This is an optimization exercise on Yosys and OpenROAD, whose aim is small area and a short achievable clock period, not a production implementation. At most, simulation tests tie the RTL to the original design; equivalence was not proved. The RTL of run 2 was laid out without a check of its function.

`flow/config.mk`:
```
export PLATFORM = sky130hd
export DESIGN_NAME = GPPM
export DESIGN_NICKNAME = GPPM
export VERILOG_FILES = /design/flow/design.v
export SDC_FILE = /design/flow/constraint.sdc
export NUM_CORES = 4
export LEC_CHECK = 0
export CAP_MARGIN = 20
export CORE_MARGIN = 2
export CORE_UTILIZATION = 40
export SLEW_MARGIN = 20
```
`flow/constraint.sdc`:
```
create_clock -name core_clock -period 140.0 [get_ports {clk}]
set_input_delay 28.0000 -clock core_clock [delete_from_list [all_inputs] [get_ports {clk}]]
set_output_delay 28.0000 -clock core_clock [all_outputs]
set_load 0.01 [all_outputs]
```
`flow/design.v`:
```
module ALU(
    input [31:0] a,
    input [31:0] b,
    input [3:0] func,
    output reg [31:0] res,
    output isZero
);
    assign isZero = ~|res;
    wire mmode = (func == 4'd2);
    wire dmode = (func == 4'd3) | (func == 4'd4);
    wire amode = (func == 4'd0) | (func == 4'd1) | (func == 4'd11) | (func == 4'd12);
    wire sub   = ~mmode & (func != 4'd0);
    wire [31:0] am = a & {32{mmode}};
    wire [31:0] bx = (b ^ {32{sub}}) & {32{~mmode}};
    wire [31:0] q;
    wire [31:0] x [0:32];
    wire        co0;
    assign x[32] = mmode ? 32'd0 : a;
    genvar k;
    generate
        for (k = 31; k >= 0; k = k - 1) begin : row
            localparam W = 32 - k;
            wire        hz;
            if (k == 0) begin : nz
                assign hz = 1'b1;
            end else begin : z
                assign hz = ~|b[31:W];
            end
            wire [W-1:0] y = (am[W-1:0] & {W{b[k]}}) | bx[W-1:0];
            wire [W:0]   s = {1'b0, x[k+1][31:k]} + {1'b0, y} + {{W{1'b0}}, sub};
            assign q[k] = hz & s[W];
            wire sel;
            if (k == 0) begin : lo
                assign sel = mmode | amode | (dmode & q[k]);
                assign x[k] = sel ? s[W-1:0] : x[k+1];
                assign co0 = s[W];
            end else begin : hi
                assign sel = mmode | (dmode & q[k]);
                assign x[k] = {sel ? s[W-1:0] : x[k+1][31:k], x[k+1][k-1:0]};
            end
        end
    endgenerate
    wire ltu = ~co0;
    wire lts = (a[31] ^ b[31]) ? a[31] : ltu;
    wire        bigsh = |b[31:5];
    reg  [31:0] a_rev;
    integer i;
    always @(*) for (i = 0; i < 32; i = i + 1) a_rev[i] = a[31 - i];
    wire [31:0] sh_in  = (func == 4'd9) ? a_rev : a;
    wire [31:0] sh_out = sh_in >> b[4:0];
    reg  [31:0] sh_rev;
    always @(*) for (i = 0; i < 32; i = i + 1) sh_rev[i] = sh_out[31 - i];
    always @ (*) begin
    case (func)
        4'd0: res = x[0];
        4'd1: res = x[0];
        4'd2: res = x[0];
        4'd3: res = q;
        4'd4: res = x[0];
        4'd5: res = a & b;
        4'd6: res = a | b;
        4'd7: res = a ^ b;
        4'd8: res = ~a;
        4'd9: res = bigsh ? 32'd0 : sh_rev;
        4'd10: res = bigsh ? 32'd0 : sh_out;
        4'd11: res = {31'h0, lts};
        4'd12: res = {31'h0, ltu};
        default:
            res = 32'h0;
    endcase
end
endmodule
module RegFile(
    input clk,
    input [3:0] raddr1,
    input [3:0] raddr2,
    input wen,
    input [3:0] waddr,
    input [31:0] wdata,
    output [31:0] rdata1,
    output [31:0] rdata2
);
    reg [31:0] memory [0:15];
    assign rdata1 = memory[raddr1];
    assign rdata2 = memory[raddr2];
    always @ (posedge clk) begin
        if (wen)
            memory[waddr] <= wdata;
    end
endmodule
module GPPM(
    input clk,
    input [3:0] raddr1,
    input [3:0] raddr2,
    input wen,
    input [3:0] waddr,
    input wdsrc,
    input [3:0] func,
    input [31:0] constant,
    input alusrc,
    input [31:0] aluconst,
    output [31:0] outrdata1,
    output isZero
);
    wire [31:0] rdata1;
    wire [31:0] rdata2;
    wire [31:0] wdata;
    wire [31:0] ares;
    wire [31:0] alu_op2;
    assign wdata = (wdsrc)? ares : constant;
    assign outrdata1 = rdata1;
    assign alu_op2 = alusrc? aluconst : rdata2;
    RegFile rf (
        .clk (clk),
        .raddr1 (raddr1),
        .raddr2 (raddr2),
        .wen (wen),
        .waddr (waddr),
        .wdata (wdata),
        .rdata1 (rdata1),
        .rdata2 (rdata2)
    );
    ALU alu (
        .a (rdata1),
        .b (alu_op2),
        .func (func),
        .res (ares),
        .isZero (isZero)
    );
endmodule
```
`flow/run.sh`:
```
#!/bin/bash
# synth_recipe.tcl (not shown) runs the flow's synth.tcl, then flattens the netlist and writes it again
# the make line also repeats each setting of config.mk as NAME=value (left out here)
make -C /OpenROAD-flow-scripts/flow DESIGN_CONFIG=/design/flow/config.mk WORK_HOME=/design/flow/orfs CLKGATE_MAP_FILE= SYNTH_SCRIPT=/design/flow/synth_recipe.tcl finish
```
==> results.py, run 1 <==
metrics = {
    "route": {
        "routed_wl_um": 329000,
        "avgViaCountPerCell": 6.33,
        "ant_nets": 0,
        "drt_pre_antenna_iters": 9,
        "wire_per_inst_um": 28.5,
        "vias": 73100,
        "drtIter0Drc": 9532,
        "drc": 0,
    },
    "global_route": {
        "grt_pass1_vias": 68900,
        "grt_use_met1": 0.494,
        "grt_use_met3": 0.0715,
        "grt_first_pass_wirelength_um": 461000,
        "track_usage": 0.371,
        "gr-usage-met2": 0.578,
        "grt_max_degree": 94,
        "grt-busiest-layer": "met2",
        "gr-total-overflow": 0,
        "antenna_found_initial": 27,
    },
    "clock_network": {
        "cts_buffers": 47,
        "clk_pin_slew_ns": 0.07,
        "clkLatencyLatePin_ns": 0.59,
        "clk_path_buf_depth": 3,
        "cts_tree": "yes",
        "cts_max_level": 2,
        "numClockSinks": 512,
        "cts_root_buf": "clkbuf_16",
    },
    "synthesis": {
        "synth_top_area_share": 0.234,
        "syn_area_um2": 65800,
        "syn_inst": 7513,
        "ys_warn_count": 2,
        "synth_ff_type": "edfxtp_1",
        "synth_area_leaders": "edfxtp_1, ha_1, mux4_2",
        "yosysMostFrequentCell": "o21ai_0",
        "ys_async_sr_fraction": 0,
        "synth_edf_count": 512,
        "syn-num-nets": 8159,
        "synth_cell_types": 138,
        "yosysTopAreaCell": "edfxtp_1",
        "yosys-top-cells-count": "o21ai_0, a21oi_1, nor2_1",
        "ys_ff_latch": 512,
        "synth-seq-area-share": 0.234,
        "avgSynthCellArea_um2": 8.76,
    },
    "cells_and_area": {
        "largestRegisters": "rf.memory: 512 flops",
        "fillCellCount": 14800,
        "syn_to_final_growth_pct": 34.5,
        "multiInputGateArea_um2": 50800,
        "seqCellArea_um2": 15400,
        "postLayoutCoreUtil": 0.543,
        "fin_nets": 9961,
        "largest_reg_flops": 512,
        "top_register": "rf.memory",
        "layout-drive-gt1-share": 0.339,
    },
    "sta": {
        "clock_skew_ns": 0.0258,
        "min_period_ns": 137.13,
        "slew_headroom": 0.102,
        "tightestPinTransition_ns": 1.33,
        "final_hold_viol_count": 0,
        "holdWs_ns": 2.34,
        "fmax_mhz": 7.29,
        "period_share": 0.980,
        "setup_viol": 0,
        "report.final.slew_viol_count": 0,
    },
    "worst_setup_path": {
        "critPathLaunch": "raddr2[0]",
        "cp_data_arrival_time_ns": 109.13,
        "cp-endpoint": "isZero",
        "cp_slowest_cell": "or4_4",
        "critical_path_peak_fanout": 8,
        "max_stage_delay_ns": 0.60,
        "reg2reg_from": "rf.memory[15][0]",
        "worstSetupEndpointType": "primary output",
        "rrSetupSlack_ns": 58.54,
        "path_class": "in2out",
        "required_ns": 112.00,
        "critPathLaunchType": "input port",
        "timing.rr.end": "rf.memory[1][27]",
        "ff2ff_path_depth": 463,
    },
    "floorplan": {
        "initial_core_util": 0.403,
        "die_x_um": 410,
        "num_rows": 148,
        "die_area_um2": 168000,
        "core_area_um2": 163000,
        "die_h_um": 410,
        "ios": 117,
    },
    "job": {
        "maxCapViolCount": 0,
    },
    "placement": {
        "io_buffers": 116,
        "globalplace.congestion": 1.06,
        "hpwl_um": 240000,
    },
    "worst_hold_path": {
        "hold_path.class": "reg2reg",
    },
    "status": {
        "status": "no timing/DRC/antenna violations",
    },
}
placed cells by master (no fill, tap or decap), types with 43 or more instances in the layout:
cell,instances
nand2b_1,79
buf_4,1985
a21oi_2,150
nor2_1,595
clkdlybuf4s50_1,105
o221ai_1,52
o21ai_2,55
edfxtp_1,512
xnor2_1,352
and3_1,50
mux4_2,252
mux2i_1,212
nor3_1,99
nor2b_1,57
o21bai_1,120
o21ai_0,661
a22oi_1,64
o21a_1,82
fa_1,45
mux2_2,77
a211oi_1,43
ha_1,453
a21oi_1,567
a21o_1,256
o21ai_1,100
nand2_1,549
ha_4,46
xor2_1,130
nand3_1,103
a31oi_1,57
inv_1,292
clkbuf_16,52
nand4_1,53
timing repair:
item	in CTS	in global routing
cloned	0	4
pin swaps	11	522
gates resized for setup	61	637
buffers inserted	5	151
endpoints found under the setup margin	1	1
hold buffers	0	0
worst min-delay path by stage:
stage,startpoint,to,cells after the start
floorplan,rf.memory[10][21],rf.memory[0][11],6
global placement,rf.memory[3][2],rf.memory[14][2],9
detailed placement,rf.memory[2][2],rf.memory[13][2],9
CTS,rf.memory[2][2],rf.memory[10][2],9
global route,rf.memory[3][2],rf.memory[0][2],9
finish,rf.memory[2][2],rf.memory[0][2],9
cells by family (layout without fill, tap and decap cells):
kind of cell,after synthesis,count (layout),share of synthesized area
AO/OA/AOI/OAI,2670,2670,0.258
XOR/XNOR,499,499,0.0679
adder cells (fa/ha/maj),588,588,0.117
buffers and inverters,723,2559,0.0467
flip-flops,512,512,0.234
multiplexers,590,590,0.141
other,0,12,0
AND/OR/NAND/NOR,1931,1931,0.136
metrics by stage:
stage	cells	setup TNS, ns	worst slack [ns]	cell area, um^2
finish	11500	0	2.87	88500
global route	11500	-1.07	-1.07	88500
CTS	11400	0	0.00918	84500
detailed placement	11300	-2.53	-2.53	82800
global placement	11300	-1.51	-1.51	82800
floorplan	7513	0	0.000455	66500
per-layer routing:
layer  part of all wire  wire, um  vias up
met3               0.12     38100      941
met2               0.44    143000     4534
met4              0.060     19600       20
met5            0.00041       136        -
li1                   -         -    32000
met1               0.39    128000    35600
cell type report:
type / count / area share
Tap cell: 2175 / 0.0307
Timing Repair Buffer: 2162 / 0.192
Sequential cell: 512 / 0.174
Antenna cell: 12 / 0.000339
Multi-Input combinational cell: 6278 / 0.574
Inverter: 314 / 0.0133
Clock inverter: 28 / 0.00218
Clock buffer: 55 / 0.0139
worst max-delay path, delay by kind of cell:
family,cells,cell delay [ns]
AO/OA/AOI/OAI,261,42.74
buffers and inverters,29,3.60
adder cells (fa/ha/maj),35,9.71
XOR/XNOR,11,1.33
multiplexers,24,7.42
AND/OR/NAND/NOR,105,16.20
==> inputs of run 2 (changes only) <==
==> flow/design.v (replaced) <==
module ALU(
    input [31:0] a,
    input [31:0] b,
    input [3:0] func,
    output reg [31:0] res,
    output isZero
);
    assign isZero = ~|res;
    always @ (*) begin
    case (func)
        4'd0: res = a + b;
        4'd1: res = a - b;
        4'd2: res = a * b;
        4'd3: res = (b == 32'd0) ? 32'hFFFFFFFF : a / b;
        4'd4: res = (b == 32'd0) ? a : a % b;
        4'd5: res = a & b;
        4'd6: res = a | b;
        4'd7: res = a ^ b;
        4'd8: res = ~a;
        4'd9: res = a << b;
        4'd10: res = a >> b;
        4'd11: res = {31'h0, $signed(a) < $signed(b)};
        4'd12: res = {31'h0, a < b};
        default:
            res = 32'h0;
    endcase
end
endmodule
module RegFile(
    input clk,
    input [3:0] raddr1,
    input [3:0] raddr2,
    input wen,
    input [3:0] waddr,
    input [31:0] wdata,
    output [31:0] rdata1,
    output [31:0] rdata2
);
    reg [31:0] memory [0:15];
    assign rdata1 = memory[raddr1];
    assign rdata2 = memory[raddr2];
    always @ (posedge clk) begin
        if (wen)
            memory[waddr] <= wdata;
    end
endmodule
module GPPM(
    input clk,
    input [3:0] raddr1,
    input [3:0] raddr2,
    input wen,
    input [3:0] waddr,
    input wdsrc,
    input [3:0] func,
    input [31:0] constant,
    input alusrc,
    input [31:0] aluconst,
    output [31:0] outrdata1,
    output isZero
);
    wire [31:0] rdata1;
    wire [31:0] rdata2;
    wire [31:0] wdata;
    wire [31:0] ares;
    wire [31:0] alu_op2;
    assign wdata = (wdsrc)? ares : constant;
    assign outrdata1 = rdata1;
    assign alu_op2 = alusrc? aluconst : rdata2;
    RegFile rf (
        .clk (clk),
        .raddr1 (raddr1),
        .raddr2 (raddr2),
        .wen (wen),
        .waddr (waddr),
        .wdata (wdata),
        .rdata1 (rdata1),
        .rdata2 (rdata2)
    );
    ALU alu (
        .a (rdata1),
        .b (alu_op2),
        .func (func),
        .res (ares),
        .isZero (isZero)
    );
endmodule
==> run 2 against run 1 <==
  * Via count up 11%
  * Critical endpoint unchanged
  * Hold slack better by 0.15 ns
  * Maximum frequency about the same
  * Clock skew up 0.014 ns
  * Sequential cell count unchanged
  * Critical path depth down 127
  * Count of clock-buffer cells in the layout up 1
  * Largest cell class unchanged
  * Final area up 0.50%
  * Cell count up 5.7%
  * Still clean
==> results.py, run 2 <==
metrics = {
    "clock_network": {
        "numClockSinks": 512,
        "cts_root_buf": "clkbuf_16",
        "cts_buffers": 48,
        "clk_pin_slew_ns": 0.06,
        "cts_tree": "yes",
        "clkLatencyLatePin_ns": 0.60,
        "cts_max_level": 2,
        "clk_path_buf_depth": 3,
    },
    "synthesis": {
        "synth_ff_type": "edfxtp_1",
        "synth_cell_types": 115,
        "syn_area_um2": 79400,
        "syn_inst": 9242,
        "synth_area_leaders": "edfxtp_1, ha_1, fa_1",
        "yosysTopAreaCell": "edfxtp_1",
        "yosysMostFrequentCell": "nand2_1",
        "synth_edf_count": 512,
        "ys_ff_latch": 512,
        "ys_async_sr_fraction": 0,
        "avgSynthCellArea_um2": 8.59,
        "synth_top_area_share": 0.194,
        "yosys-top-cells-count": "nand2_1, nor2_1, ha_1",
        "synth-seq-area-share": 0.194,
        "ys_warn_count": 2,
        "syn-num-nets": 10500,
    },
    "floorplan": {
        "die_x_um": 450,
        "num_rows": 163,
        "core_area_um2": 197000,
        "die_h_um": 450,
        "die_area_um2": 202000,
        "initial_core_util": 0.402,
        "ios": 117,
    },
    "route": {
        "drc": 0,
        "wire_per_inst_um": 36.1,
        "routed_wl_um": 440000,
        "drtIter0Drc": 11600,
        "avgViaCountPerCell": 6.67,
        "vias": 81300,
        "ant_nets": 0,
        "drt_pre_antenna_iters": 6,
    },
    "worst_setup_path": {
        "critPathLaunchType": "input port",
        "rrSetupSlack_ns": 59.96,
        "cp_slowest_cell": "a2111oi_0",
        "path_class": "in2out",
        "ff2ff_path_depth": 328,
        "reg2reg_from": "rf.memory[11][28]",
        "worstSetupEndpointType": "primary output",
        "required_ns": 112.00,
        "max_stage_delay_ns": 0.71,
        "timing.critical_path.mode_cell": "ha_1",
        "critical_path_peak_fanout": 24,
        "timing.rr.end": "rf.memory[1][23]",
        "cp_data_arrival_time_ns": 109.03,
    },
    "cells_and_area": {
        "final_common_cell": "nand2_1",
        "fillCellCount": 19700,
        "top_register": "rf.memory",
        "layout_common_cells": "nand2_1, nor2_1, ha_1",
        "layout-drive-gt1-share": 0.134,
        "largest_reg_flops": 512,
        "largestRegisters": "rf.memory: 512 flops",
        "postLayoutCoreUtil": 0.451,
        "fin_nets": 10700,
        "syn_to_final_growth_pct": 12.0,
        "multiInputGateArea_um2": 60500,
        "seqCellArea_um2": 15400,
    },
    "sta": {
        "final_hold_viol_count": 0,
        "setup_slack_ns": 2.97,
        "fmax_mhz": 7.30,
        "slew_headroom": 0.222,
        "report.final.slew_viol_count": 0,
        "setup_viol": 0,
        "min_period_ns": 137.03,
        "tightestPinTransition_ns": 1.15,
        "period_share": 0.979,
        "clock_skew_ns": 0.0399,
    },
    "global_route": {
        "grt_first_pass_wirelength_um": 604000,
        "grt_pass1_vias": 77500,
        "grt_max_degree": 91,
        "track_usage": 0.418,
        "gr-total-overflow": 0,
        "antenna_found_initial": 41,
    },
    "placement": {
        "globalplace.congestion": 1.08,
        "dp_worst_setup_slack_ns": -4.50,
        "hpwl_um": 339000,
        "io_buffers": 116,
    },
    "worst_hold_path": {
        "hp-start": "rf.memory[3][30]",
        "whs_path_depth": 8,
        "min_to": "rf.memory[8][0]",
        "hold_path.class": "reg2reg",
    },
    "status": {
        "status": "no timing/DRC/antenna violations",
    },
    "job": {
        "maxCapViolCount": 0,
    },
}
-- run 2: changes by cell type in the layout (fill, tap and decap cells not counted), moves of 274 or more --
cell,change
o21ai_0,-274
nand2_1,+522
fa_1,+366
ha_1,+297
inv_1,+427
buf_4,-1463
-- run 2: kinds of logic (layout without fill, tap and decap cells) --
group / Yosys count / count (layout) / synth area share
mux: 498 / 498 / 0.0998
buf+inv: 1197 / 1491 / 0.0601
simple gates: 3026 / 3027 / 0.174
compound gates: 2409 / 2409 / 0.203
other cells: 0 / 13 / 0
fa+ha+maj: 1161 / 1161 / 0.222
xor+xnor: 439 / 439 / 0.0484
flops: 512 / 512 / 0.194
-- run 2: cell type report --
| class | count | share of cell area |
|---|---|---|
| multi-input combinational | 7534 | 0.680 |
| clock inverter | 32 | 0.00335 |
| clock buffer | 56 | 0.0138 |
| antenna | 13 | 0.000366 |
| tap | 2640 | 0.0371 |
| inverter | 746 | 0.0315 |
| sequential | 512 | 0.173 |
| timing repair buffer | 657 | 0.0608 |
-- run 2: worst max path at each step --
stage / start / end / slack (ns) / depth (start not counted)
floorplan: raddr2[1] / isZero / 4.90 / 373
global placement: raddr2[1] / isZero / -5.21 / 339
detailed placement: raddr2[1] / isZero / -4.50 / 334
CTS: raddr2[0] / isZero / 0.03 / 344
global route: raddr2[0] / isZero / -0.17 / 348
finish: alusrc / isZero / 2.97 / 338
-- run 2: critical path, delay by kind of cell --
family	cells	cell delay (ns)
AOI/OAI and AO/OA	162	38.62
adders and majority gates	31	9.74
buffers and inverters	38	7.92
muxes	5	1.88
and+or+nand+nor	102	22.55
-- run 2: metal layers --
layer / routed length, um / GRT usage / share of wire / vias up
met5: 299 / 0 / 0.00068 / -
met4: 32600 / 0.258 / 0.074 / 38
met3: 50900 / 0.107 / 0.12 / 1197
met2: 182000 / 0.609 / 0.41 / 5378
met1: 174000 / 0.554 / 0.40 / 40500
li1: - / - / - / 34200
-- run 2: timing repair --
action | in CTS | in global routing
hold endpoints to repair | 0 | 0
hold buffers | 0 | 0
cloned | 1 | 1
pin swaps | 2 | 19
endpoints found under the setup margin | 1 | 1
setup buffers | 1 | 33
resized for setup | 53 | 158
-- run 2: per-stage QoR --
step	hold WS, ns	TNS, ns	area [um^2]	std cells
floorplan	1.53	0	79400	9242
global placement	2.38	-5.21	86200	12000
detailed placement	2.32	-4.50	86300	12100
CTS	2.35	0	88100	12100
global route	2.52	-0.170	88900	12200
finish	2.49	0	89000	12200

==> afterwards: timing with drivers on the ports <==
The flow's constraints put no driver on any port. The routed layouts listed below were extracted and timed again, unchanged, in two steps.
Step 1 sets driving cells, clkbuf_16 on the clock port and buf_2 on the other inputs (assumed; they add their load-dependent delay and slew).
Step 2 adds t to the input delays and takes it off the output delays; t is the mean of the earliest and latest rising clock arrival at the registers after step 1. Input paths then give back, and output paths get back, about the clock's delay inside the block.
Three values: ideal, step 1, step 2; two values: the first two.
run | t (ns) | slack for setup (ns) | worst setup path after step 2 | clock arrival spread, ns | slew at the worst register clock pin (ns)
run 1 | 0.639 | 2.866 / 2.744 / 2.744 | input to output | 0.026 / 0.025 | 0.07 / 0.07
run 2 | 0.647 | 2.966 / 2.838 / 2.838 | input to output | 0.040 / 0.040 | 0.07 / 0.07
After both steps every run listed still meets setup and hold. For run 2, which loses most, drivers alone change the setup slack by -0.128 ns; drivers and shift together by -0.128 ns.
